From an optimization exercise on the open Yosys and OpenROAD flow, aimed at small area and a short achievable clock period; shortcuts taken in it are not production practice.
Function was not checked in any run shown here: the RTL went through the layout flow alone.

==> flow/design.v (outline; a module is shown in full before it is edited, if it fits) <==
// module MAC: 1468 lines
// module FA: 6 lines
// module AOI21: 5 lines
// module OAI21: 5 lines
// module NAND2: 5 lines
// module NOR2: 5 lines
// module XOR2: 5 lines
// module XNOR2: 5 lines
// module INV: 5 lines
// module HA: 6 lines
module MAC(A,B,out,clk,reset);
  // ...
==> flow/flow/run.sh <==
#!/bin/bash
# The standard layout (standard.sh: standard synthesis and ORFS flow, SDC unchanged),
# with a hook after repair_design that sizes the port buffers and the operand inverters
# (hooks.tcl); knobs.sh holds the cell choices. make's output goes to make_flow.log, each
# ORFS step's log to orfs/logs/.
set -euo pipefail
HERE=$(cd "$(dirname "$0")" && pwd)
source "$HERE/knobs.sh"
export PORT_BUF_IN PORT_BUF_OUT OPND_INV DOWNSIZE HOOK_MARGIN
EXTRA=()
if [[ -n "${CTS_ARGS_K:-}" ]]; then EXTRA+=("CTS_ARGS=$CTS_ARGS_K"); fi
bash standard.sh BUFFER_PORTS_ARGS="-buffer_cell $PORT_BUF_IN" POST_RESIZE_TCL="$HERE/hooks.tcl" SETUP_SLACK_MARGIN=$MARGIN ${EXTRA[@]+"${EXTRA[@]}"} finish > make_flow.log 2>&1
==> flow/flow/hooks.tcl <==
# Sourced by ORFS after repair_design in the resize step (POST_RESIZE_TCL).
# Port buffers: inputs get $::env(PORT_BUF_IN), outputs $::env(PORT_BUF_OUT).
# Inverters fed by an input buffer (the operand inverters of the NOR partial
# products, each driving 16 gates) get $::env(OPND_INV).
set block [ord::get_db_block]
set n_in 0; set n_out 0; set n_inv 0
foreach bterm [$block getBTerms] {
  set net [$bterm getNet]
  if {$net eq "NULL"} continue
  set name [$bterm getName]
  if {$name eq "clk"} continue
  if {[$bterm getIoType] eq "INPUT"} {
    foreach it [$net getITerms] {
      set inst [$it getInst]
      set m [[$inst getMaster] getName]
      if {![string match "sky130_fd_sc_hd__*buf*" $m]} continue
      if {$m ne $::env(PORT_BUF_IN)} { replace_cell [get_cells [$inst getName]] [get_lib_cells $::env(PORT_BUF_IN)] }
      incr n_in
      foreach ot [$inst getITerms] {
        if {![$ot isOutputSignal]} continue
        set onet [$ot getNet]
        if {$onet eq "NULL"} continue
        foreach lt [$onet getITerms] {
          set li [$lt getInst]
          set lm [[$li getMaster] getName]
          if {[string match "sky130_fd_sc_hd__inv_*" $lm] && [$lt isInputSignal] && $::env(OPND_INV) ne ""} {
            replace_cell [get_cells [$li getName]] [get_lib_cells $::env(OPND_INV)]
            incr n_inv
          }
        }
      }
    }
  } else {
    foreach it [$net getITerms] {
      if {![$it isOutputSignal]} continue
      set inst [$it getInst]
      set m [[$inst getMaster] getName]
      if {![string match "sky130_fd_sc_hd__*buf*" $m]} continue
      if {$m ne $::env(PORT_BUF_OUT)} { replace_cell [get_cells [$inst getName]] [get_lib_cells $::env(PORT_BUF_OUT)] }
      incr n_out
    }
  }
}
puts "hooks: $n_in input buffers, $n_out output buffers, $n_inv operand inverters resized"

# Optional: every other cell to its drive-1 size (synthesis picks larger ones for speed),
# then repair_timing aiming at $::env(HOOK_MARGIN) ns of setup slack, so that only the
# cells on the paths that set the achieved period are sized up.
if {[info exists ::env(DOWNSIZE)] && $::env(DOWNSIZE)} {
  set n_down 0
  foreach inst [$block getInsts] {
    set m [[$inst getMaster] getName]
    if {[string match "*dfrtp*" $m] || [string match "*dfstp*" $m]} continue
    if {![regexp {^(sky130_fd_sc_hd__[a-z0-9]+)_([0-9]+)$} $m -> base sz]} continue
    if {$sz <= 1} continue
    set iname [$inst getName]
    if {[string match "input*" $iname] || [string match "output*" $iname]} continue
    if {[string match "sky130_fd_sc_hd__inv*" $m] && $::env(OPND_INV) eq $m} continue
    set lc [get_lib_cells -quiet ${base}_1]
    if {$lc eq ""} continue
    replace_cell [get_cells $iname] $lc
    incr n_down
  }
  puts "hooks: $n_down cells downsized"
}
if {[info exists ::env(HOOK_MARGIN)] && $::env(HOOK_MARGIN) > 0} {
  estimate_parasitics -placement
  puts "hooks: worst slack before [sta::worst_slack_cmd max]"
  repair_timing -setup -setup_margin $::env(HOOK_MARGIN) -match_cell_footprint -verbose
  puts "hooks: worst slack after [sta::worst_slack_cmd max]"
}
==> flow/flow/knobs.sh <==
PORT_BUF_IN=sky130_fd_sc_hd__buf_1
PORT_BUF_OUT=sky130_fd_sc_hd__buf_2
OPND_INV=sky130_fd_sc_hd__inv_4
MARGIN=0
DOWNSIZE=1
HOOK_MARGIN=0
CTS_ARGS_K="-sink_clustering_enable -repair_clock_nets -dont_use_dummy_load -buf_list sky130_fd_sc_hd__clkbuf_8"
==> flow/standard.sh <==
#!/bin/bash
# synth_recipe.tcl (not shown) runs the flow's synth.tcl, then flattens the netlist and writes it again
# the make line also repeats each setting of config.mk as NAME=value (left out here)
make -C /OpenROAD-flow-scripts/flow DESIGN_CONFIG=/design/flow/config.mk WORK_HOME=/design/flow/orfs CLKGATE_MAP_FILE= SYNTH_SCRIPT=/design/flow/synth_recipe.tcl "${@:-finish}"
==> flow/config.mk <==
export PLATFORM = sky130hd
export DESIGN_NAME = MAC
export DESIGN_NICKNAME = MAC
export VERILOG_FILES = /design/flow/design.v
export SDC_FILE = /design/flow/constraint.sdc
export NUM_CORES = 4
export LEC_CHECK = 0
export CAP_MARGIN = 20
export CORE_MARGIN = 2
export CORE_UTILIZATION = 60
export PLACE_DENSITY = 0.8
export SLEW_MARGIN = 20
export SYNTH_HIERARCHICAL = 1
==> flow/constraint.sdc <==
create_clock -name core_clock -period 18.0 [get_ports {clk}]
set_input_delay 3.6000 -clock core_clock [delete_from_list [all_inputs] [get_ports {clk}]]
set_output_delay 3.6000 -clock core_clock [all_outputs]
set_load 0.01 [all_outputs]
==> flow_summary.toml, run 1 <==
[sta]
worstMarginPinSlew_ns = 0.629
finalClockSkew_ns = 0.0206
rsz0062_at_grt = "false"

[synth]
synthAdderAreaFrac_pct = 49.7
synth_nets = 1275
synth_largest_area_cell = "fa_1"
synthMuxAreaShare_pct = 0

[worst_setup_path]
critPathMaxStageDelay_ns = 0.58
worstSetupPathDepth = 9
cp.arrival_ns = 6.87

[placed_design]
gp_congestion = 0.950

[finish]
top_register = "x"
clkCellAreaFrac_pct = 1.26
dominant_cells = "multi-input gates"
seq_cells = 63
syn2layout_area_growth_pct = -4.68

[global_route]
grt_pass1_wl_um = 40300

[flow_run]
maxCapViolations = 0

[floorplanning]
coreArea_mm2 = 0.0167
io_pins = 70

[clocking]
htreeDepth = 3

[min_path]
worstHoldStart = "x[35]"
worstHoldEndpoint = "x[35]"

[routing]
dr_wl_met2_um = 11100
viasPerCell = 5.93
drc = 0

[run_status]
status = "no timing/DRC/antenna violations"
==> run 2, diff against run 1 <==
--- a/flow/design.v
+++ b/flow/design.v
@@ -799,33 +799,37 @@
   wire s485, c486;
   FA us485 (c422, c484, s423, s485, c486);
   wire s487, c488;
   FA us487 (c424, s425, c486, s487, c488);
   wire s489, c490;
   FA us489 (c426, s427, c488, s489, c490);
   wire s491, c492;
   FA us491 (c428, s429, c490, s491, c492);
-  assign ncr = c492;
+  wire s493, c494;
+  FA us493 (c430, s431, c492, s493, c494);
+  wire s495, c496;
+  FA us495 (c432, s433, c494, s495, c496);
+  assign ncr = c496;
   assign nx[0] = s481;
   assign ny[0] = 1'b0;
   assign nx[1] = s483;
   assign ny[1] = 1'b0;
   assign nx[2] = s485;
   assign ny[2] = 1'b0;
   assign nx[3] = s487;
   assign ny[3] = 1'b0;
   assign nx[4] = s489;
   assign ny[4] = 1'b0;
   assign nx[5] = s491;
   assign ny[5] = 1'b0;
-  assign nx[6] = c430;
-  assign ny[6] = s431;
-  assign nx[7] = c432;
-  assign ny[7] = s433;
+  assign nx[6] = s493;
+  assign ny[6] = 1'b0;
+  assign nx[7] = s495;
+  assign ny[7] = 1'b0;
   assign nx[8] = c434;
   assign ny[8] = s435;
   assign nx[9] = c436;
   assign ny[9] = s437;
   assign nx[10] = c438;
   assign ny[10] = s439;
   assign nx[11] = c440;
   assign ny[11] = s441;
@@ -883,593 +887,391 @@
       y <= 36'd0;
       cr <= 1'b0;
     end else begin
       cr <= ncr;
       x <= nx;
       y <= ny;
     end
   wire ag1, ap2;
-  HA uap2 (x[6], y[6], ap2, ag1);
+  HA uap2 (x[8], y[8], ap2, ag1);
   wire ag3, ap4;
-  HA uap4 (x[7], y[7], ap4, ag3);
+  HA uap4 (x[9], y[9], ap4, ag3);
   wire ag5, ap6;
-  HA uap6 (x[8], y[8], ap6, ag5);
+  HA uap6 (x[10], y[10], ap6, ag5);
   wire ag7, ap8;
-  HA uap8 (x[9], y[9], ap8, ag7);
+  HA uap8 (x[11], y[11], ap8, ag7);
   wire ag9, ap10;
-  HA uap10 (x[10], y[10], ap10, ag9);
+  HA uap10 (x[12], y[12], ap10, ag9);
   wire ag11, ap12;
-  HA uap12 (x[11], y[11], ap12, ag11);
+  HA uap12 (x[13], y[13], ap12, ag11);
   wire ag13, ap14;
-  HA uap14 (x[12], y[12], ap14, ag13);
+  HA uap14 (x[14], y[14], ap14, ag13);
   wire ag15, ap16;
-  HA uap16 (x[13], y[13], ap16, ag15);
+  HA uap16 (x[15], y[15], ap16, ag15);
   wire ag17, ap18;
-  HA uap18 (x[14], y[14], ap18, ag17);
+  HA uap18 (x[16], y[16], ap18, ag17);
   wire ag19, ap20;
-  HA uap20 (x[15], y[15], ap20, ag19);
+  HA uap20 (x[17], y[17], ap20, ag19);
   wire ag21, ap22;
-  HA uap22 (x[16], y[16], ap22, ag21);
+  HA uap22 (x[18], y[18], ap22, ag21);
   wire ag23, ap24;
-  HA uap24 (x[17], y[17], ap24, ag23);
+  HA uap24 (x[19], y[19], ap24, ag23);
   wire ag25, ap26;
-  HA uap26 (x[18], y[18], ap26, ag25);
+  HA uap26 (x[20], y[20], ap26, ag25);
   wire ag27, ap28;
-  HA uap28 (x[19], y[19], ap28, ag27);
+  HA uap28 (x[21], y[21], ap28, ag27);
   wire ag29, ap30;
-  HA uap30 (x[20], y[20], ap30, ag29);
+  HA uap30 (x[22], y[22], ap30, ag29);
   wire ag31, ap32;
-  HA uap32 (x[21], y[21], ap32, ag31);
+  HA uap32 (x[23], y[23], ap32, ag31);
   wire ag33, ap34;
-  HA uap34 (x[22], y[22], ap34, ag33);
+  HA uap34 (x[24], y[24], ap34, ag33);
   wire ag35, ap36;
-  HA uap36 (x[23], y[23], ap36, ag35);
+  HA uap36 (x[25], y[25], ap36, ag35);
   wire ag37, ap38;
-  HA uap38 (x[24], y[24], ap38, ag37);
+  HA uap38 (x[26], y[26], ap38, ag37);
   wire ag39, ap40;
-  HA uap40 (x[25], y[25], ap40, ag39);
+  HA uap40 (x[27], y[27], ap40, ag39);
   wire ag41, ap42;
-  HA uap42 (x[26], y[26], ap42, ag41);
+  HA uap42 (x[28], y[28], ap42, ag41);
   wire ag43, ap44;
-  HA uap44 (x[27], y[27], ap44, ag43);
+  HA uap44 (x[29], y[29], ap44, ag43);
   wire ag45, ap46;
-  HA uap46 (x[28], y[28], ap46, ag45);
+  HA uap46 (x[30], y[30], ap46, ag45);
   wire ag47, ap48;
-  HA uap48 (x[29], y[29], ap48, ag47);
-  wire ag49, ap50;
-  HA uap50 (x[30], y[30], ap50, ag49);
-  wire ag51, ap52;
-  HA uap52 (x[31], y[31], ap52, ag51);
+  HA uap48 (x[31], y[31], ap48, ag47);
+  wire aG49;
+  AOI21 uaG49 (ap4, ag1, ag3, aG49);
+  wire at50;
+  NAND2 uat50 (ap4, ap2, at50);
+  wire aG51;
+  AOI21 uaG51 (ap8, ag5, ag7, aG51);
+  wire at52;
+  NAND2 uat52 (ap8, ap6, at52);
   wire aG53;
-  AOI21 uaG53 (ap2, cr, ag1, aG53);
-  wire aG54;
-  AOI21 uaG54 (ap4, ag1, ag3, aG54);
-  wire at55;
-  NAND2 uat55 (ap4, ap2, at55);
-  wire aG56;
-  AOI21 uaG56 (ap6, ag3, ag5, aG56);
-  wire at57;
-  NAND2 uat57 (ap6, ap4, at57);
-  wire aG58;
-  AOI21 uaG58 (ap8, ag5, ag7, aG58);
-  wire at59;
-  NAND2 uat59 (ap8, ap6, at59);
-  wire aG60;
-  AOI21 uaG60 (ap10, ag7, ag9, aG60);
-  wire at61;
-  NAND2 uat61 (ap10, ap8, at61);
-  wire aG62;
-  AOI21 uaG62 (ap12, ag9, ag11, aG62);
-  wire at63;
-  NAND2 uat63 (ap12, ap10, at63);
-  wire aG64;
-  AOI21 uaG64 (ap14, ag11, ag13, aG64);
-  wire at65;
-  NAND2 uat65 (ap14, ap12, at65);
-  wire aG66;
-  AOI21 uaG66 (ap16, ag13, ag15, aG66);
-  wire at67;
-  NAND2 uat67 (ap16, ap14, at67);
-  wire aG68;
-  AOI21 uaG68 (ap18, ag15, ag17, aG68);
-  wire at69;
-  NAND2 uat69 (ap18, ap16, at69);
-  wire aG70;
-  AOI21 uaG70 (ap20, ag17, ag19, aG70);
-  wire at71;
-  NAND2 uat71 (ap20, ap18, at71);
-  wire aG72;
-  AOI21 uaG72 (ap22, ag19, ag21, aG72);
+  AOI21 uaG53 (ap12, ag9, ag11, aG53);
+  wire at54;
+  NAND2 uat54 (ap12, ap10, at54);
+  wire aG55;
+  AOI21 uaG55 (ap16, ag13, ag15, aG55);
+  wire at56;
+  NAND2 uat56 (ap16, ap14, at56);
+  wire aG57;
+  AOI21 uaG57 (ap20, ag17, ag19, aG57);
+  wire at58;
+  NAND2 uat58 (ap20, ap18, at58);
+  wire aG59;
+  AOI21 uaG59 (ap24, ag21, ag23, aG59);
+  wire at60;
+  NAND2 uat60 (ap24, ap22, at60);
+  wire aG61;
+  AOI21 uaG61 (ap28, ag25, ag27, aG61);
+  wire at62;
+  NAND2 uat62 (ap28, ap26, at62);
+  wire aG63;
+  AOI21 uaG63 (ap32, ag29, ag31, aG63);
+  wire at64;
+  NAND2 uat64 (ap32, ap30, at64);
+  wire aG65;
+  AOI21 uaG65 (ap36, ag33, ag35, aG65);
+  wire at66;
+  NAND2 uat66 (ap36, ap34, at66);
+  wire aG67;
+  AOI21 uaG67 (ap40, ag37, ag39, aG67);
+  wire at68;
+  NAND2 uat68 (ap40, ap38, at68);
+  wire aG69;
+  AOI21 uaG69 (ap44, ag41, ag43, aG69);
+  wire at70;
+  NAND2 uat70 (ap44, ap42, at70);
+  wire aG71;
+  AOI21 uaG71 (ap48, ag45, ag47, aG71);
+  wire at72;
+  NAND2 uat72 (ap48, ap46, at72);
   wire at73;
-  NAND2 uat73 (ap22, ap20, at73);
-  wire aG74;
-  AOI21 uaG74 (ap24, ag21, ag23, aG74);
-  wire at75;
-  NAND2 uat75 (ap24, ap22, at75);
+  NAND2 uat73 (x[33], x[32], at73);
+  wire ai74;
+  INV uai74 (cr, ai74);
+  wire aG75;
+  OAI21 uaG75 (at50, ai74, aG49, aG75);
   wire aG76;
-  AOI21 uaG76 (ap26, ag23, ag25, aG76);
+  OAI21 uaG76 (at52, aG49, aG51, aG76);
   wire at77;
-  NAND2 uat77 (ap26, ap24, at77);
+  NOR2 uat77 (at52, at50, at77);
   wire aG78;
-  AOI21 uaG78 (ap28, ag25, ag27, aG78);
+  OAI21 uaG78 (at54, aG51, aG53, aG78);
   wire at79;
-  NAND2 uat79 (ap28, ap26, at79);
+  NOR2 uat79 (at54, at52, at79);
   wire aG80;
-  AOI21 uaG80 (ap30, ag27, ag29, aG80);
+  OAI21 uaG80 (at56, aG53, aG55, aG80);
   wire at81;
-  NAND2 uat81 (ap30, ap28, at81);
+  NOR2 uat81 (at56, at54, at81);
   wire aG82;
-  AOI21 uaG82 (ap32, ag29, ag31, aG82);
+  OAI21 uaG82 (at58, aG55, aG57, aG82);
   wire at83;
-  NAND2 uat83 (ap32, ap30, at83);
+  NOR2 uat83 (at58, at56, at83);
   wire aG84;
-  AOI21 uaG84 (ap34, ag31, ag33, aG84);
+  OAI21 uaG84 (at60, aG57, aG59, aG84);
   wire at85;
-  NAND2 uat85 (ap34, ap32, at85);
+  NOR2 uat85 (at60, at58, at85);
   wire aG86;
-  AOI21 uaG86 (ap36, ag33, ag35, aG86);
+  OAI21 uaG86 (at62, aG59, aG61, aG86);
   wire at87;
-  NAND2 uat87 (ap36, ap34, at87);
+  NOR2 uat87 (at62, at60, at87);
   wire aG88;
-  AOI21 uaG88 (ap38, ag35, ag37, aG88);
+  OAI21 uaG88 (at64, aG61, aG63, aG88);
   wire at89;
-  NAND2 uat89 (ap38, ap36, at89);
+  NOR2 uat89 (at64, at62, at89);
   wire aG90;
-  AOI21 uaG90 (ap40, ag37, ag39, aG90);
+  OAI21 uaG90 (at66, aG63, aG65, aG90);
   wire at91;
-  NAND2 uat91 (ap40, ap38, at91);
+  NOR2 uat91 (at66, at64, at91);
   wire aG92;
-  AOI21 uaG92 (ap42, ag39, ag41, aG92);
+  OAI21 uaG92 (at68, aG65, aG67, aG92);
   wire at93;
-  NAND2 uat93 (ap42, ap40, at93);
+  NOR2 uat93 (at68, at66, at93);
   wire aG94;
-  AOI21 uaG94 (ap44, ag41, ag43, aG94);
+  OAI21 uaG94 (at70, aG67, aG69, aG94);
   wire at95;
-  NAND2 uat95 (ap44, ap42, at95);
+  NOR2 uat95 (at70, at68, at95);
   wire aG96;
-  AOI21 uaG96 (ap46, ag43, ag45, aG96);
+  OAI21 uaG96 (at72, aG69, aG71, aG96);
   wire at97;
-  NAND2 uat97 (ap46, ap44, at97);
-  wire aG98;
-  AOI21 uaG98 (ap48, ag45, ag47, aG98);
+  NOR2 uat97 (at72, at70, at97);
+  wire at98;
+  NOR2 uat98 (at73, aG71, at98);
   wire at99;
-  NAND2 uat99 (ap48, ap46, at99);
+  NOR2 uat99 (at73, at72, at99);
   wire aG100;
-  AOI21 uaG100 (ap50, ag47, ag49, aG100);
-  wire at101;
-  NAND2 uat101 (ap50, ap48, at101);
+  AOI21 uaG100 (at77, cr, aG76, aG100);
+  wire aG101;
+  AOI21 uaG101 (at79, aG75, aG78, aG101);
   wire aG102;
-  AOI21 uaG102 (ap52, ag49, ag51, aG102);
+  AOI21 uaG102 (at81, aG76, aG80, aG102);
   wire at103;
-  NAND2 uat103 (ap52, ap50, at103);
-  wire at104;
-  NAND2 uat104 (x[32], ag51, at104);
+  NAND2 uat103 (at81, at77, at103);
+  wire aG104;
+  AOI21 uaG104 (at83, aG78, aG82, aG104);
   wire at105;
-  NAND2 uat105 (x[32], ap52, at105);
-  wire at106;
-  NAND2 uat106 (x[33], x[32], at106);
+  NAND2 uat105 (at83, at79, at105);
+  wire aG106;
+  AOI21 uaG106 (at85, aG80, aG84, aG106);
   wire at107;
-  NAND2 uat107 (x[34], x[33], at107);
-  wire ai108;
-  INV uai108 (cr, ai108);
-  wire aG109;
-  OAI21 uaG109 (at55, ai108, aG54, aG109);
+  NAND2 uat107 (at85, at81, at107);
+  wire aG108;
+  AOI21 uaG108 (at87, aG82, aG86, aG108);
+  wire at109;
+  NAND2 uat109 (at87, at83, at109);
   wire aG110;
-  OAI21 uaG110 (at57, aG53, aG56, aG110);
-  wire aG111;
-  OAI21 uaG111 (at59, aG54, aG58, aG111);
-  wire at112;
-  NOR2 uat112 (at59, at55, at112);
-  wire aG113;
-  OAI21 uaG113 (at61, aG56, aG60, aG113);
-  wire at114;
-  NOR2 uat114 (at61, at57, at114);
-  wire aG115;
-  OAI21 uaG115 (at63, aG58, aG62, aG115);
-  wire at116;
-  NOR2 uat116 (at63, at59, at116);
-  wire aG117;
-  OAI21 uaG117 (at65, aG60, aG64, aG117);
-  wire at118;
-  NOR2 uat118 (at65, at61, at118);
-  wire aG119;
-  OAI21 uaG119 (at67, aG62, aG66, aG119);
-  wire at120;
-  NOR2 uat120 (at67, at63, at120);
-  wire aG121;
-  OAI21 uaG121 (at69, aG64, aG68, aG121);
-  wire at122;
-  NOR2 uat122 (at69, at65, at122);
-  wire aG123;
-  OAI21 uaG123 (at71, aG66, aG70, aG123);
-  wire at124;
-  NOR2 uat124 (at71, at67, at124);
+  AOI21 uaG110 (at89, aG84, aG88, aG110);
+  wire at111;
+  NAND2 uat111 (at89, at85, at111);
+  wire aG112;
+  AOI21 uaG112 (at91, aG86, aG90, aG112);
+  wire at113;
+  NAND2 uat113 (at91, at87, at113);
+  wire aG114;
+  AOI21 uaG114 (at93, aG88, aG92, aG114);
+  wire at115;
+  NAND2 uat115 (at93, at89, at115);
+  wire aG116;
+  AOI21 uaG116 (at95, aG90, aG94, aG116);
+  wire at117;
+  NAND2 uat117 (at95, at91, at117);
+  wire aG118;
+  AOI21 uaG118 (at97, aG92, aG96, aG118);
+  wire at119;
+  NAND2 uat119 (at97, at93, at119);
+  wire aG120;
+  AOI21 uaG120 (at99, aG94, at98, aG120);
+  wire at121;
+  NAND2 uat121 (at99, at95, at121);
+  wire aG122;
+  OAI21 uaG122 (at103, ai74, aG102, aG122);
+  wire ai123;
+  INV uai123 (aG75, ai123);
+  wire aG124;
+  OAI21 uaG124 (at105, ai123, aG104, aG124);
   wire aG125;
-  OAI21 uaG125 (at73, aG68, aG72, aG125);
-  wire at126;
-  NOR2 uat126 (at73, at69, at126);
+  OAI21 uaG125 (at107, aG100, aG106, aG125);
+  wire aG126;
+  OAI21 uaG126 (at109, aG101, aG108, aG126);
   wire aG127;
-  OAI21 uaG127 (at75, aG70, aG74, aG127);
+  OAI21 uaG127 (at111, aG102, aG110, aG127);
   wire at128;
-  NOR2 uat128 (at75, at71, at128);
+  NOR2 uat128 (at111, at103, at128);
   wire aG129;
-  OAI21 uaG129 (at77, aG72, aG76, aG129);
+  OAI21 uaG129 (at113, aG104, aG112, aG129);
   wire at130;
-  NOR2 uat130 (at77, at73, at130);
+  NOR2 uat130 (at113, at105, at130);
   wire aG131;
-  OAI21 uaG131 (at79, aG74, aG78, aG131);
+  OAI21 uaG131 (at115, aG106, aG114, aG131);
   wire at132;
-  NOR2 uat132 (at79, at75, at132);
+  NOR2 uat132 (at115, at107, at132);
   wire aG133;
-  OAI21 uaG133 (at81, aG76, aG80, aG133);
+  OAI21 uaG133 (at117, aG108, aG116, aG133);
   wire at134;
-  NOR2 uat134 (at81, at77, at134);
+  NOR2 uat134 (at117, at109, at134);
   wire aG135;
-  OAI21 uaG135 (at83, aG78, aG82, aG135);
+  OAI21 uaG135 (at119, aG110, aG118, aG135);
   wire at136;
-  NOR2 uat136 (at83, at79, at136);
+  NOR2 uat136 (at119, at111, at136);
   wire aG137;
-  OAI21 uaG137 (at85, aG80, aG84, aG137);
+  OAI21 uaG137 (at121, aG112, aG120, aG137);
   wire at138;
-  NOR2 uat138 (at85, at81, at138);
+  NOR2 uat138 (at121, at113, at138);
   wire aG139;
-  OAI21 uaG139 (at87, aG82, aG86, aG139);
-  wire at140;
-  NOR2 uat140 (at87, at83, at140);
-  wire aG141;
-  OAI21 uaG141 (at89, aG84, aG88, aG141);
-  wire at142;
-  NOR2 uat142 (at89, at85, at142);
-  wire aG143;
-  OAI21 uaG143 (at91, aG86, aG90, aG143);
-  wire at144;
-  NOR2 uat144 (at91, at87, at144);
+  AOI21 uaG139 (at128, cr, aG127, aG139);
+  wire aG140;
+  AOI21 uaG140 (at130, aG75, aG129, aG140);
+  wire ai141;
+  INV uai141 (aG100, ai141);
+  wire aG142;
+  AOI21 uaG142 (at132, ai141, aG131, aG142);
+  wire ai143;
+  INV uai143 (aG101, ai143);
+  wire aG144;
+  AOI21 uaG144 (at134, ai143, aG133, aG144);
   wire aG145;
-  OAI21 uaG145 (at93, aG88, aG92, aG145);
-  wire at146;
-  NOR2 uat146 (at93, at89, at146);
+  AOI21 uaG145 (at136, aG122, aG135, aG145);
+  wire aG146;
+  AOI21 uaG146 (at138, aG124, aG137, aG146);
   wire aG147;
-  OAI21 uaG147 (at95, aG90, aG94, aG147);
-  wire at148;
-  NOR2 uat148 (at95, at91, at148);
+  AOI21 uaG147 (ap2, cr, ag1, aG147);
+  wire aG148;
+  AOI21 uaG148 (ap6, aG75, ag5, aG148);
   wire aG149;
-  OAI21 uaG149 (at97, aG92, aG96, aG149);
-  wire at150;
-  NOR2 uat150 (at97, at93, at150);
+  AOI21 uaG149 (ap10, ai141, ag9, aG149);
+  wire aG150;
+  AOI21 uaG150 (ap14, ai143, ag13, aG150);
   wire aG151;
-  OAI21 uaG151 (at99, aG94, aG98, aG151);
-  wire at152;
-  NOR2 uat152 (at99, at95, at152);
+  AOI21 uaG151 (ap18, aG122, ag17, aG151);
+  wire aG152;
+  AOI21 uaG152 (ap22, aG124, ag21, aG152);
   wire aG153;
-  OAI21 uaG153 (at101, aG96, aG100, aG153);
-  wire at154;
-  NOR2 uat154 (at101, at97, at154);
-  wire aG155;
-  OAI21 uaG155 (at103, aG98, aG102, aG155);
-  wire at156;
-  NOR2 uat156 (at103, at99, at156);
-  wire aG157;
-  OAI21 uaG157 (at105, aG100, at104, aG157);
-  wire at158;
-  NOR2 uat158 (at105, at101, at158);
-  wire at159;
-  NOR2 uat159 (at106, aG102, at159);
-  wire at160;
-  NOR2 uat160 (at106, at103, at160);
-  wire at161;
-  NOR2 uat161 (at107, at104, at161);
-  wire at162;
-  NOR2 uat162 (at107, at105, at162);
-  wire aG163;
-  AOI21 uaG163 (at112, cr, aG111, aG163);
-  wire ai164;
-  INV uai164 (aG53, ai164);
-  wire aG165;
-  AOI21 uaG165 (at114, ai164, aG113, aG165);
-  wire aG166;
-  AOI21 uaG166 (at116, aG109, aG115, aG166);
-  wire aG167;
-  AOI21 uaG167 (at118, aG110, aG117, aG167);
-  wire aG168;
-  AOI21 uaG168 (at120, aG111, aG119, aG168);
-  wire at169;
-  NAND2 uat169 (at120, at112, at169);
-  wire aG170;
-  AOI21 uaG170 (at122, aG113, aG121, aG170);
-  wire at171;
-  NAND2 uat171 (at122, at114, at171);
-  wire aG172;
-  AOI21 uaG172 (at124, aG115, aG123, aG172);
-  wire at173;
-  NAND2 uat173 (at124, at116, at173);
-  wire aG174;
-  AOI21 uaG174 (at126, aG117, aG125, aG174);
-  wire at175;
-  NAND2 uat175 (at126, at118, at175);
-  wire aG176;
-  AOI21 uaG176 (at128, aG119, aG127, aG176);
-  wire at177;
-  NAND2 uat177 (at128, at120, at177);
-  wire aG178;
-  AOI21 uaG178 (at130, aG121, aG129, aG178);
-  wire at179;
-  NAND2 uat179 (at130, at122, at179);
-  wire aG180;
-  AOI21 uaG180 (at132, aG123, aG131, aG180);
-  wire at181;
-  NAND2 uat181 (at132, at124, at181);
-  wire aG182;
-  AOI21 uaG182 (at134, aG125, aG133, aG182);
-  wire at183;
-  NAND2 uat183 (at134, at126, at183);
-  wire aG184;
-  AOI21 uaG184 (at136, aG127, aG135, aG184);
-  wire at185;
-  NAND2 uat185 (at136, at128, at185);
-  wire aG186;
-  AOI21 uaG186 (at138, aG129, aG137, aG186);
-  wire at187;
-  NAND2 uat187 (at138, at130, at187);
-  wire aG188;
-  AOI21 uaG188 (at140, aG131, aG139, aG188);
-  wire at189;
-  NAND2 uat189 (at140, at132, at189);
-  wire aG190;
-  AOI21 uaG190 (at142, aG133, aG141, aG190);
-  wire at191;
-  NAND2 uat191 (at142, at134, at191);
-  wire aG192;
-  AOI21 uaG192 (at144, aG135, aG143, aG192);
-  wire at193;
-  NAND2 uat193 (at144, at136, at193);
-  wire aG194;
-  AOI21 uaG194 (at146, aG137, aG145, aG194);
-  wire at195;
-  NAND2 uat195 (at146, at138, at195);
-  wire aG196;
-  AOI21 uaG196 (at148, aG139, aG147, aG196);
-  wire at197;
-  NAND2 uat197 (at148, at140, at197);
-  wire aG198;
-  AOI21 uaG198 (at150, aG141, aG149, aG198);
-  wire at199;
-  NAND2 uat199 (at150, at142, at199);
-  wire aG200;
-  AOI21 uaG200 (at152, aG143, aG151, aG200);
-  wire at201;
-  NAND2 uat201 (at152, at144, at201);
-  wire aG202;
-  AOI21 uaG202 (at154, aG145, aG153, aG202);
-  wire at203;
-  NAND2 uat203 (at154, at146, at203);
-  wire aG204;
-  AOI21 uaG204 (at156, aG147, aG155, aG204);
-  wire at205;
-  NAND2 uat205 (at156, at148, at205);
-  wire aG206;
-  AOI21 uaG206 (at158, aG149, aG157, aG206);
-  wire at207;
-  NAND2 uat207 (at158, at150, at207);
-  wire aG208;
-  AOI21 uaG208 (at160, aG151, at159, aG208);
-  wire at209;
-  NAND2 uat209 (at160, at152, at209);
-  wire aG210;
-  AOI21 uaG210 (at162, aG153, at161, aG210);
-  wire at211;
-  NAND2 uat211 (at162, at154, at211);
-  wire aG212;
-  OAI21 uaG212 (at169, ai108, aG168, aG212);
-  wire aG213;
-  OAI21 uaG213 (at171, aG53, aG170, aG213);
-  wire ai214;
-  INV uai214 (aG109, ai214);
-  wire aG215;
-  OAI21 uaG215 (at173, ai214, aG172, aG215);
-  wire ai216;
-  INV uai216 (aG110, ai216);
-  wire aG217;
-  OAI21 uaG217 (at175, ai216, aG174, aG217);
-  wire aG218;
-  OAI21 uaG218 (at177, aG163, aG176, aG218);
-  wire aG219;
-  OAI21 uaG219 (at179, aG165, aG178, aG219);
-  wire aG220;
-  OAI21 uaG220 (at181, aG166, aG180, aG220);
-  wire aG221;
-  OAI21 uaG221 (at183, aG167, aG182, aG221);
-  wire aG222;
-  OAI21 uaG222 (at185, aG168, aG184, aG222);
-  wire at223;
-  NOR2 uat223 (at185, at169, at223);
-  wire aG224;
-  OAI21 uaG224 (at187, aG170, aG186, aG224);
-  wire at225;
-  NOR2 uat225 (at187, at171, at225);
-  wire aG226;
-  OAI21 uaG226 (at189, aG172, aG188, aG226);
-  wire at227;
-  NOR2 uat227 (at189, at173, at227);
-  wire aG228;
-  OAI21 uaG228 (at191, aG174, aG190, aG228);
-  wire at229;
-  NOR2 uat229 (at191, at175, at229);
-  wire aG230;
-  OAI21 uaG230 (at193, aG176, aG192, aG230);
-  wire at231;
-  NOR2 uat231 (at193, at177, at231);
-  wire aG232;
-  OAI21 uaG232 (at195, aG178, aG194, aG232);
-  wire at233;
-  NOR2 uat233 (at195, at179, at233);
-  wire aG234;
-  OAI21 uaG234 (at197, aG180, aG196, aG234);
-  wire at235;
-  NOR2 uat235 (at197, at181, at235);
-  wire aG236;
-  OAI21 uaG236 (at199, aG182, aG198, aG236);
-  wire at237;
-  NOR2 uat237 (at199, at183, at237);
-  wire aG238;
-  OAI21 uaG238 (at201, aG184, aG200, aG238);
-  wire at239;
-  NOR2 uat239 (at201, at185, at239);
-  wire aG240;
-  OAI21 uaG240 (at203, aG186, aG202, aG240);
-  wire at241;
-  NOR2 uat241 (at203, at187, at241);
-  wire aG242;
-  OAI21 uaG242 (at205, aG188, aG204, aG242);
-  wire at243;
-  NOR2 uat243 (at205, at189, at243);
-  wire aG244;
-  OAI21 uaG244 (at207, aG190, aG206, aG244);
-  wire at245;
-  NOR2 uat245 (at207, at191, at245);
-  wire aG246;
-  OAI21 uaG246 (at209, aG192, aG208, aG246);
-  wire at247;
-  NOR2 uat247 (at209, at193, at247);
-  wire aG248;
-  OAI21 uaG248 (at211, aG194, aG210, aG248);
-  wire at249;
-  NOR2 uat249 (at211, at195, at249);
-  wire aG250;
-  AOI21 uaG250 (at223, cr, aG222, aG250);
-  wire aG251;
-  AOI21 uaG251 (at225, ai164, aG224, aG251);
-  wire aG252;
-  AOI21 uaG252 (at227, aG109, aG226, aG252);
-  wire aG253;
-  AOI21 uaG253 (at229, aG110, aG228, aG253);
-  wire ai254;
-  INV uai254 (aG163, ai254);
-  wire aG255;
-  AOI21 uaG255 (at231, ai254, aG230, aG255);
-  wire ai256;
-  INV uai256 (aG165, ai256);
-  wire aG257;
-  AOI21 uaG257 (at233, ai256, aG232, aG257);
-  wire ai258;
-  INV uai258 (aG166, ai258);
-  wire aG259;
-  AOI21 uaG259 (at235, ai258, aG234, aG259);
-  wire ai260;
-  INV uai260 (aG167, ai260);
-  wire aG261;
-  AOI21 uaG261 (at237, ai260, aG236, aG261);
-  wire aG262;
-  AOI21 uaG262 (at239, aG212, aG238, aG262);
-  wire aG263;
-  AOI21 uaG263 (at241, aG213, aG240, aG263);
-  wire aG264;
-  AOI21 uaG264 (at243, aG215, aG242, aG264);
-  wire aG265;
-  AOI21 uaG265 (at245, aG217, aG244, aG265);
-  wire aG266;
-  AOI21 uaG266 (at247, aG218, aG246, aG266);
-  wire aG267;
-  AOI21 uaG267 (at249, aG219, aG248, aG267);
+  AOI21 uaG153 (ap26, aG125, ag25, aG153);
+  wire aG154;
+  AOI21 uaG154 (ap30, aG126, ag29, aG154);
+  wire ai155;
+  INV uai155 (aG139, ai155);
+  wire aG156;
+  AOI21 uaG156 (ap34, ai155, ag33, aG156);
+  wire ai157;
+  INV uai157 (aG140, ai157);
+  wire aG158;
+  AOI21 uaG158 (ap38, ai157, ag37, aG158);
+  wire ai159;
+  INV uai159 (aG142, ai159);
+  wire aG160;
+  AOI21 uaG160 (ap42, ai159, ag41, aG160);
+  wire ai161;
+  INV uai161 (aG144, ai161);
+  wire aG162;
+  AOI21 uaG162 (ap46, ai161, ag45, aG162);
+  wire ai163;
+  INV uai163 (aG145, ai163);
+  wire at164;
+  NAND2 uat164 (x[32], ai163, at164);
+  wire ai165;
+  INV uai165 (aG146, ai165);
+  wire at166;
+  NAND2 uat166 (x[34], ai165, at166);
   assign out[0] = x[0];
   assign out[1] = x[1];
   assign out[2] = x[2];
   assign out[3] = x[3];
   assign out[4] = x[4];
   assign out[5] = x[5];
-  wire ao268;
-  XOR2 uao268 (ap2, cr, ao268);
-  assign out[6] = ao268;
-  wire ao269;
-  XNOR2 uao269 (ap4, aG53, ao269);
-  assign out[7] = ao269;
-  wire ao270;
-  XOR2 uao270 (ap6, aG109, ao270);
-  assign out[8] = ao270;
-  wire ao271;
-  XOR2 uao271 (ap8, aG110, ao271);
-  assign out[9] = ao271;
-  wire ao272;
-  XNOR2 uao272 (ap10, aG163, ao272);
-  assign out[10] = ao272;
-  wire ao273;
-  XNOR2 uao273 (ap12, aG165, ao273);
-  assign out[11] = ao273;
-  wire ao274;
-  XNOR2 uao274 (ap14, aG166, ao274);
-  assign out[12] = ao274;
-  wire ao275;
-  XNOR2 uao275 (ap16, aG167, ao275);
-  assign out[13] = ao275;
-  wire ao276;
-  XOR2 uao276 (ap18, aG212, ao276);
-  assign out[14] = ao276;
-  wire ao277;
-  XOR2 uao277 (ap20, aG213, ao277);
-  assign out[15] = ao277;
-  wire ao278;
-  XOR2 uao278 (ap22, aG215, ao278);
-  assign out[16] = ao278;
-  wire ao279;
-  XOR2 uao279 (ap24, aG217, ao279);
-  assign out[17] = ao279;
-  wire ao280;
-  XOR2 uao280 (ap26, aG218, ao280);
-  assign out[18] = ao280;
-  wire ao281;
-  XOR2 uao281 (ap28, aG219, ao281);
-  assign out[19] = ao281;
-  wire ao282;
-  XOR2 uao282 (ap30, aG220, ao282);
-  assign out[20] = ao282;
-  wire ao283;
-  XOR2 uao283 (ap32, aG221, ao283);
-  assign out[21] = ao283;
-  wire ao284;
-  XNOR2 uao284 (ap34, aG250, ao284);
-  assign out[22] = ao284;
-  wire ao285;
-  XNOR2 uao285 (ap36, aG251, ao285);
-  assign out[23] = ao285;
-  wire ao286;
-  XNOR2 uao286 (ap38, aG252, ao286);
-  assign out[24] = ao286;
-  wire ao287;
-  XNOR2 uao287 (ap40, aG253, ao287);
-  assign out[25] = ao287;
-  wire ao288;
-  XNOR2 uao288 (ap42, aG255, ao288);
-  assign out[26] = ao288;
-  wire ao289;
-  XNOR2 uao289 (ap44, aG257, ao289);
-  assign out[27] = ao289;
-  wire ao290;
-  XNOR2 uao290 (ap46, aG259, ao290);
-  assign out[28] = ao290;
-  wire ao291;
-  XNOR2 uao291 (ap48, aG261, ao291);
-  assign out[29] = ao291;
-  wire ao292;
-  XNOR2 uao292 (ap50, aG262, ao292);
-  assign out[30] = ao292;
-  wire ao293;
-  XNOR2 uao293 (ap52, aG263, ao293);
-  assign out[31] = ao293;
-  wire ao294;
-  XNOR2 uao294 (x[32], aG264, ao294);
-  assign out[32] = ao294;
-  wire ao295;
-  XNOR2 uao295 (x[33], aG265, ao295);
-  assign out[33] = ao295;
-  wire ao296;
-  XNOR2 uao296 (x[34], aG266, ao296);
-  assign out[34] = ao296;
-  wire ao297;
-  XNOR2 uao297 (x[35], aG267, ao297);
-  assign out[35] = ao297;
+  assign out[6] = x[6];
+  assign out[7] = x[7];
+  wire ao167;
+  XOR2 uao167 (ap2, cr, ao167);
+  assign out[8] = ao167;
+  wire ao168;
+  XNOR2 uao168 (ap4, aG147, ao168);
+  assign out[9] = ao168;
+  wire ao169;
+  XOR2 uao169 (ap6, aG75, ao169);
+  assign out[10] = ao169;
+  wire ao170;
+  XNOR2 uao170 (ap8, aG148, ao170);
+  assign out[11] = ao170;
+  wire ao171;
+  XNOR2 uao171 (ap10, aG100, ao171);
+  assign out[12] = ao171;
+  wire ao172;
+  XNOR2 uao172 (ap12, aG149, ao172);
+  assign out[13] = ao172;
+  wire ao173;
+  XNOR2 uao173 (ap14, aG101, ao173);
+  assign out[14] = ao173;
+  wire ao174;
+  XNOR2 uao174 (ap16, aG150, ao174);
+  assign out[15] = ao174;
+  wire ao175;
+  XOR2 uao175 (ap18, aG122, ao175);
+  assign out[16] = ao175;
+  wire ao176;
+  XNOR2 uao176 (ap20, aG151, ao176);
+  assign out[17] = ao176;
+  wire ao177;
+  XOR2 uao177 (ap22, aG124, ao177);
+  assign out[18] = ao177;
+  wire ao178;
+  XNOR2 uao178 (ap24, aG152, ao178);
+  assign out[19] = ao178;
+  wire ao179;
+  XOR2 uao179 (ap26, aG125, ao179);
+  assign out[20] = ao179;
+  wire ao180;
+  XNOR2 uao180 (ap28, aG153, ao180);
+  assign out[21] = ao180;
+  wire ao181;
+  XOR2 uao181 (ap30, aG126, ao181);
+  assign out[22] = ao181;
+  wire ao182;
+  XNOR2 uao182 (ap32, aG154, ao182);
+  assign out[23] = ao182;
+  wire ao183;
+  XNOR2 uao183 (ap34, aG139, ao183);
+  assign out[24] = ao183;
+  wire ao184;
+  XNOR2 uao184 (ap36, aG156, ao184);
+  assign out[25] = ao184;
+  wire ao185;
+  XNOR2 uao185 (ap38, aG140, ao185);
+  assign out[26] = ao185;
+  wire ao186;
+  XNOR2 uao186 (ap40, aG158, ao186);
+  assign out[27] = ao186;
+  wire ao187;
+  XNOR2 uao187 (ap42, aG142, ao187);
+  assign out[28] = ao187;
+  wire ao188;
+  XNOR2 uao188 (ap44, aG160, ao188);
+  assign out[29] = ao188;
+  wire ao189;
+  XNOR2 uao189 (ap46, aG144, ao189);
+  assign out[30] = ao189;
+  wire ao190;
+  XNOR2 uao190 (ap48, aG162, ao190);
+  assign out[31] = ao190;
+  wire ao191;
+  XNOR2 uao191 (x[32], aG145, ao191);
+  assign out[32] = ao191;
+  wire ao192;
+  XNOR2 uao192 (x[33], at164, ao192);
+  assign out[33] = ao192;
+  wire ao193;
+  XNOR2 uao193 (x[34], aG146, ao193);
+  assign out[34] = ao193;
+  wire ao194;
+  XNOR2 uao194 (x[35], at166, ao194);
+  assign out[35] = ao194;
 endmodule
 module FA(a, b, c, s, co);
   input a, b, c;
   output s, co;
   assign s = a ^ b ^ c;
   assign co = (a & b) | (a & c) | (b & c);
 endmodule
 module AOI21(a1, a2, b1, y);
==> flow/flow/knobs.sh (replaced) <==
PORT_BUF_IN=sky130_fd_sc_hd__buf_1
PORT_BUF_OUT=sky130_fd_sc_hd__buf_2
OPND_INV=sky130_fd_sc_hd__inv_4
MARGIN=0
DOWNSIZE=0
HOOK_MARGIN=0
CTS_ARGS_K="-sink_clustering_enable -repair_clock_nets -dont_use_dummy_load -buf_list sky130_fd_sc_hd__clkbuf_8"
==> flow_summary.toml, run 2 <==
[synth]
yosysTopAreaCellShare_pct = 47.5
ys_types = 14
syn_avg_cell_area_um2 = 11.2
synth_nets = 1174
yosys_warnings = 7
synthFlopType = "dfrtp_1"
seq_area_frac_synth_pct = 15.7
synth_common_cells = "nor2_1 (254), fa_1 (231), dfrtp_1 (61), buf_6 (47)"
synth-async-reset-ratio_pct = 100
synthCells = 868
synth-seq-cells = 61
synth.area.top_cells = "fa_1 (48%), dfrtp_1 (16%), nor2_1 (9.8%)"
synth_edf_count = 0
synth_largest_area_cell = "fa_1"
yosysMostFrequentCell = "nor2_1"
syn-cell-area_mm2 = 0.00973

[clocking]
clk_path_buf_depth = 2
numCtsBuffers = 9
clock_latency_ns = 0.36
postCtsSetupBuffers = 0
clkTransAtPathRegs_ns = 0.08
cts_resized = 0
hold_buffers = 0
clock_sinks = 61
htreeDepth = 3
cts_tree = "yes"
cts_root_buf = "clkbuf_8"

[worst_setup_path]
worstReg2RegStart = "x[8]"
cp.arrival_ns = 7.15
cp_cell_sequence = "buf_1, inv_4, nor2_1, ha_1, fa_1, fa_1, fa_1, fa_1, fa_1, fa_1, fa_1"
crit_path_frequent_cell = "fa_1"
critPathMaxStageDelay_ns = 0.45
cp_num_buf_inv = 2
required_ns = 18.21
crit_type = "in2reg"
r2r_end = "y[19]"
cp-end-kind = "flop"
reg2reg_slack_ns = 12.81
startpoint_type = "input pin"
path_delay_family = "adder cells"
reg2reg_depth = 12
cp_slowest_cell = "fa_1"
crit_fanout = 16

[routing]
drt-initial-drc-count = 472
vias = 6255
drc = 0
dr.pass1.iters = 5
wl_per_cell_um = 21.2
ant_nets = 0
wl_um = 22500
viasPerCell = 5.88

[placed_design]
gp_congestion = 0.922
placed_area_mm2 = 0.00940
portBuffers = 69
hpwl_um = 17300

[run_status]
status = "no timing/DRC/antenna violations"

[global_route]
grt-ovfl-total = 0
grt_busiest_layer = "met2"
use_met2_pct = 44.3
grtUsageMet3_pct = 6.79
grt_pass1_vias = 6850
grt_pass1_wl_um = 35900
grtUsageMet1_pct = 36.7
grt_max_degree = 62
track_usage_pct = 27.4
antenna_found_initial = 0

[finish]
fill_cells = 1325
seqCellArea_mm2 = 0.00153
n_antenna_cell = 0
finalNetCount = 1156
top_register = "x"
drive_gt1_share_pct = 16.9
postLayoutCellArea_mm2 = 0.00952
syn2layout_area_growth_pct = -2.12
reg_top3 = "x: 36 flops, y: 24 flops, cr: 1 flops"
finalCoreUtilization_pct = 59.9
final_cell_mix = "nor2_1 (254), fa_1 (231), dfrtp_1 (61), a21oi_2 (42), ha_1 (41)"
largest_reg_flops = 36
layout_commonest_cell = "nor2_1"
multi_input_area_mm2 = 0.00704

[min_path]
worstHoldStart = "x[35]"
hold_path_class = "reg2reg"
holdPathStages = 1
worstHoldEndpoint = "x[35]"

[sta]
fmax_ghz = 0.144
setup_violations = 0
worstMarginPinSlew_ns = 0.769
slew_viol_final = 0
finalClockSkew_ns = 0.0244
finalCritPeriodShare_pct = 38.6
timing.hold.ws_ns = 0.457
timing.final.crit_period_ns = 6.94
rsz0062_at_grt = "false"
finalHoldViolations = 0
fin_setup_tns_ns = 0
maxSlewHeadroom_pct = 48.7

[floorplanning]
coreArea_mm2 = 0.0159
die_w_um = 131
dieArea_mm2 = 0.0173
io_pins = 70
initial_core_util_pct = 61.2
die_y_um = 131
std_cell_rows = 46

[flow_run]
maxCapViolations = 0
## run 2: cell count changes in the layout (fill, tap and decap cells not counted), moves of 3 or more
| cell | change |
|---|---|
| nand2_1 | -26 |
| xor2_1 | -5 |
| xnor2_1 | +3 |
| nor2_1 | -44 |
| a21oi_1 | -66 |
| o21ai_1 | -26 |
| nor2_2 | +21 |
| a21oi_2 | +42 |
## run 2: per-layer routing
layer  share of wire, %  wire [um]
met5                  0          0
met4                3.1        692
met3                 11       2370
met2                 49      11000
met1                 38       8480
## run 2: worst max path at each step
| stage | startpoint | to | slack (ns) | cells past startpoint |
|---|---|---|---|---|
| floorplan | A[0] | x[7] | 10.92 | 12 |
| global placement | A[0] | x[7] | 10.53 | 11 |
| detailed placement | A[0] | x[7] | 10.74 | 11 |
| CTS | A[0] | x[7] | 11.09 | 11 |
| global route | A[0] | x[7] | 10.99 | 11 |
| finish | A[0] | x[7] | 11.06 | 11 |
## run 2: per-module statistics from Yosys (local to each module, per instance)
| module | cells | flops+latches | area (um^2) | copies in the design |
|---|---|---|---|---|
| NOR2 | 1 | 0 | 3.75 | 19 |
| NAND2 | 1 | 0 | 3.75 | 25 |
| FA | 1 | 0 | 20.0 | 231 |
| MAC | 418 | 61 | 3550 | 1 |
| XNOR2 | 1 | 0 | 8.76 | 22 |
| HA | 1 | 0 | 12.5 | 41 |
| INV | 1 | 0 | 3.75 | 42 |
| XOR2 | 1 | 0 | 8.76 | 6 |
| OAI21 | 1 | 0 | 5.00 | 22 |
| AOI21 | 1 | 0 | 8.76 | 42 |
## run 2: through the flow
step | setup slack (ns) | cells
6_report | 11.06 | 1064
5_1_grt | 10.99 | 1064
4_1_cts | 11.09 | 1064
3_5_place_dp | 10.74 | 1055
3_3_place_gp | 10.53 | 1055
2_1_floorplan | 10.92 | 868
## run 2: logic make-up after synthesis
| family | after synthesis | share of synthesized area [%] |
|---|---|---|
| buffers and inverters | 143 | 12.0 |
| xor gates and xnor gates | 28 | 2.52 |
| and+or+nand+nor | 300 | 12.1 |
| DFF | 61 | 15.7 |
| adders and majority gates | 272 | 52.8 |
| AOI/OAI and AO/OA | 64 | 4.91 |
## run 2: layout make-up
type	instances	share of cell area, %
multi-input combinational	664	73.9
sequential	61	16.0
clock buffer	9	1.30
timing repair buffer	71	3.35
tap	216	2.84
inverter	43	2.56

-- separate check: timing with driven ports --
In the flow no input, the clock included, has a driving cell. The finished layouts below were timed again as built, in two steps.
Step 1 (the two cells are an assumption about what drives the block):
set clk [get_ports {clk}]
set_driving_cell -lib_cell sky130_fd_sc_hd__clkbuf_16 $clk
set_driving_cell -lib_cell sky130_fd_sc_hd__buf_2 [delete_from_list [all_inputs] $clk]
Step 2, shift: input delay + t, output delay - t, t = (earliest + latest rising clock arrival at the registers) / 2. This alone moves slack from input paths to output paths.
Three values: no drivers, after step 1, after step 2; two values: the first two.
run | t, ns | slack for setup (ns) | latest minus earliest clock arrival (ns) | worst register clock-pin slew, ns
run 1 | 0.385 | 11.347 / 11.360 / 10.976 | 0.021 / 0.021 | 0.08 / 0.08
run 2 | 0.385 | 11.058 / 11.070 / 10.685 | 0.024 / 0.025 | 0.08 / 0.08
After both steps every run listed still meets setup and hold. For run 2, which loses most, drivers alone change the setup slack by +0.012 ns; drivers and shift together by -0.373 ns.
